This design comes from an exercise in tuning for small area, a short achievable clock period and few clock cycles per item on the open sky130 flow, not from production work.
In this exercise RTL edits were held to simulation tests only and were not proved equivalent to the original.

==> 11-17: inputs <==
==> flow/design.v <==
module absdiff (
	input  wire [30:0] x,
	input  wire [30:0] y,
	output wire [30:0] d,
	output wire        xgty,
	output wire        xeqy
);
localparam N = 31;
localparam L = 5;
wire [N-1:0] p0 = ~(x ^ y);
wire [N-1:0] g0 = x & ~y;
reg [N-1:0] G;
reg [N-1:0] P;
reg [N-1:0] c;
integer l, i;
always @* begin
	G = g0;
	P = p0;
	for (l = 0; l < L; l = l + 1)
		for (i = 0; i < N; i = i + 1)
			if ((i + 1) % (2 << l) == 0) begin
				G[i] = G[i] | (P[i] & G[i - (1 << l)]);
				P[i] = P[i] & P[i - (1 << l)];
			end
	for (l = L - 2; l >= 0; l = l - 1)
		for (i = 0; i < N; i = i + 1)
			if ((i + 1) % (2 << l) == (1 << l) && i >= (2 << l)) begin
				G[i] = G[i] | (P[i] & G[i - (1 << l)]);
				P[i] = P[i] & P[i - (1 << l)];
			end
	c[0] = G[N-1];
	for (i = 1; i < N; i = i + 1)
		c[i] = G[i-1] | (P[i-1] & G[N-1]);
end
wire gall = G[N-1];
assign d    = p0 ^ c ^ {N{~gall}};
assign xgty = gall;
assign xeqy = P[N-1];
endmodule
module top(
		input wire [31:0] opa,
		input wire [31:0] opb,
		input wire start,
		input wire rst,
		input wire clk,
		output reg done,
		output reg [31:0] result
);
reg        busy;
reg        zf;      
reg        zbp;     
reg        gy;      
reg        gx;      
reg  [4:0] k;
reg [31:0] a;
reg [31:0] b;
wire        xgty;
wire        xeqy;
wire [30:0] dh;
wire [30:0] xh = a[31:1] & {31{gx}};
wire [30:0] yh = b[31:1] & {31{gy}};
absdiff u_absdiff(.x(xh), .y(yh), .d(dh), .xgty(xgty), .xeqy(xeqy));
wire eqt = xeqy & a[0] & b[0];
wire b1  = (b == 32'd1);    
wire fin = zf | eqt | b1;
wire kz  = (k == 5'd0);
always @* begin
	done   = busy & fin & kz;
	result = b;
end
wire accept = start & (~busy | done);
wire [2:0] tz = xh[2:0] ^ yh[2:0];
reg  [30:0] ds;
always @* begin
	if (tz[0])      ds = dh;
	else if (tz[1]) ds = {1'b0, dh[30:1]};
	else if (tz[2]) ds = {2'b0, dh[30:2]};
	else            ds = {3'b0, dh[30:3]};
end
wire opaz = (opa == 32'd0);
wire opbz = (opb == 32'd0);
reg  [4:0] kin;
wire [31:0] oab = opa | opb;
integer i;
always @* begin
	kin = 5'd0;
	for (i = 31; i >= 0; i = i - 1)
		if (oab[i]) kin = i[4:0];
	if (opaz || opbz) kin = 5'd0;
end
always @(posedge clk or negedge rst) begin
	if (~rst) begin
		busy <= 1'b0;
	end else begin
		busy <= start | (busy & ~done);
	end
end
wire zfn = accept ? opaz : (fin | zbp);
wire an0 = accept ? opa[0] : ((|tz) | dh[3]);
wire bn0 = accept ? opb[0] : (~fin & (xgty ? b[0] : a[0]));
always @(posedge clk) begin
	zf  <= zfn;
	gy  <= (an0 | ~bn0) & ~zfn;
	gx  <= bn0;
	zbp <= accept & opbz;
	if (accept) begin
		a <= opa;
		b <= opb;
		k <= kin;
	end else begin
		a <= {1'b0, ds};
		if (fin) begin
			b <= {b[30:0], 1'b0};
			k <= k - 5'd1;
		end else if (~xgty)
			b <= a;
	end
end
endmodule
==> flow/flow/run.sh <==
#!/bin/bash
# Standard layout, with plain buf_1 cells as the port buffers.
set -euo pipefail
export BUFFER_PORTS_ARGS="-buffer_cell sky130_fd_sc_hd__buf_1"
bash standard.sh > standard.log 2>&1
==> flow/standard.sh <==
#!/bin/bash
# synth_recipe.tcl (not shown) runs the flow's synth.tcl, then flattens the netlist and writes it again
# the make line also repeats each setting of config.mk as NAME=value (left out here)
make -C /OpenROAD-flow-scripts/flow DESIGN_CONFIG=/design/flow/config.mk WORK_HOME=/design/flow/orfs CLKGATE_MAP_FILE= SYNTH_SCRIPT=/design/flow/synth_recipe.tcl "${@:-finish}"
==> flow/config.mk <==
export PLATFORM = sky130hd
export DESIGN_NAME = top
export DESIGN_NICKNAME = top
export VERILOG_FILES = /design/flow/design.v
export SDC_FILE = /design/flow/constraint.sdc
export NUM_CORES = 4
export LEC_CHECK = 0
export CAP_MARGIN = 20
export CORE_MARGIN = 2
export CORE_UTILIZATION = 40
export SETUP_SLACK_MARGIN = 2.85
export SLEW_MARGIN = 20
==> flow/constraint.sdc <==
create_clock -name core_clock -period 7.0 [get_ports {clk}]
set_input_delay 1.4000 -clock core_clock [delete_from_list [all_inputs] [get_ports {clk}]]
set_output_delay 1.4000 -clock core_clock [all_outputs]
set_load 0.01 [all_outputs]
==> inputs of 09-15, as changes to 11-17 <==
==> flow/design.v, changed modules only <==
module absdiff (
	input  wire [30:0] x,
	input  wire [30:0] y,
	output wire [30:0] d,
	output wire        xgty,
	output wire        xeqy
);
localparam N = 31;
localparam L = 5;
wire [N-1:0] p0 = ~(x ^ y);
wire [N-1:0] g0 = x & ~y;
reg [N-1:0] G;
reg [N-1:0] P;
reg [N-1:0] c;
integer l, i;
always @* begin
	G = g0;
	P = p0;
	for (l = 0; l < L; l = l + 1)
		for (i = 0; i < N; i = i + 1)
			if ((i >> l) & 1) begin
				G[i] = G[i] | (P[i] & G[((i >> l) << l) - 1]);
				P[i] = P[i] & P[((i >> l) << l) - 1];
			end
	c[0] = G[N-1];
	for (i = 1; i < N; i = i + 1)
		c[i] = G[i-1] | (P[i-1] & G[N-1]);
end
wire gall = G[N-1];
assign d    = p0 ^ c ^ {N{~gall}};
assign xgty = gall;
assign xeqy = P[N-1];
endmodule
module top(
		input wire [31:0] opa,
		input wire [31:0] opb,
		input wire start,
		input wire rst,
		input wire clk,
		output reg done,
		output reg [31:0] result
);
reg        busy;
reg        sb;      
reg  [4:0] k;
reg [31:0] a;
reg [31:0] b;
wire        xgty;
wire        xeqy;
wire [30:0] dh;
wire [30:0] xh = a[31:1] & {31{b[0]}};
wire [30:0] yh = b[31:1] & {31{(a[0] | ~b[0]) & ~sb}};
absdiff u_absdiff(.x(xh), .y(yh), .d(dh), .xgty(xgty), .xeqy(xeqy));
wire za  = (a == 32'd0);
wire eqt = xeqy & a[0] & b[0];
wire fin = za | eqt;
wire kz  = (k == 5'd0);
always @* begin
	done   = busy & fin & kz;
	result = b;
end
wire accept = start & (~busy | done);
wire [2:0] tz = xh[2:0] ^ yh[2:0];
reg  [30:0] ds;
always @* begin
	if (tz[0])      ds = dh;
	else if (tz[1]) ds = {1'b0, dh[30:1]};
	else if (tz[2]) ds = {2'b0, dh[30:2]};
	else            ds = {3'b0, dh[30:3]};
end
reg  [4:0] kin;
wire [31:0] oab = opa | opb;
integer i;
always @* begin
	kin = 5'd0;
	for (i = 31; i >= 0; i = i - 1)
		if (oab[i]) kin = i[4:0];
	if (opa == 32'd0 || opb == 32'd0) kin = 5'd0;
end
always @(posedge clk or negedge rst) begin
	if (~rst) begin
		busy <= 1'b0;
	end else begin
		busy <= start | (busy & ~done);
	end
end
always @(posedge clk) begin
	sb <= fin & ~accept;
	if (accept) begin
		a <= opa;
		b <= opb;
		k <= kin;
	end else begin
		a <= {1'b0, ds};
		if (fin) begin
			b <= {b[30:0], 1'b0};
			k <= k - 5'd1;
		end else if (~xgty)
			b <= a;
	end
end
endmodule
CORE_UTILIZATION = 60   (was 40)
SETUP_SLACK_MARGIN = 2   (was 2.85)
==> reports/qor.csv <==
metric,value,unit
outcome,timing/DRC/antenna clean,
grt_pass1_vias,6429,
synth_compound_area_frac,0.246,
dr_wl_met3,2.83,mm
timing.final.crit_share,0.700,
r2r_slack,2.31,ns
synth.area.top_cells,"edfxtp_1, dfxtp_1, nand2_1",
synth_fa_ha_area_frac,0.0625,
post-route-util,0.676,
That was 09-15.
==> reports/qor.csv <==
metric,value,unit
outcome,timing/DRC/antenna clean,
post-route-util,0.476,
synth_xor_xnor_area_share,0.0706,
synth.area.top_cells,"edfxtp_1, dfxtp_1, nand2_1",
yosys.area_share.simple,0.239,
dr_wl_met3,2.53,mm
hold_path.class,reg -> reg,
synth_compound_area_frac,0.261,
synth_fa_ha_area_frac,0.0592,
That was 11-17.
Testbench counts of 11-17, summed over its fixed seeds: cycles 51,745, items 2,400.
Testbench counts of 09-15, summed over its fixed seeds: cycles 52,913, items 2,400.

==> static timing again, ports no longer ideal <==
The flow's constraints put no driver on any port. The routed layouts listed below were extracted and timed again, unchanged, in two steps. Step 1 (the two cells are an assumption about what drives the block):
set clk [get_ports {clk}]
set_driving_cell -lib_cell sky130_fd_sc_hd__clkbuf_16 $clk
set_driving_cell -lib_cell sky130_fd_sc_hd__buf_2 [delete_from_list [all_inputs] $clk]
Step 2 adds t to the input delays and takes it off the output delays; t is the mean of the earliest and latest rising clock arrival at the registers after step 1. Input paths then give back, and output paths get back, about the clock's delay inside the block. Slacks: ideal / step 1 / step 2; pairs: ideal / step 1.
run	t, ns	slack for setup (ns)	latest minus earliest clock arrival (ns)
11-17	0.378	2.936 / 2.895 / 3.052	0.007 / 0.007
09-15	0.395	2.100 / 2.068 / 2.307	0.015 / 0.014
After both steps setup and hold are still met in every run listed.
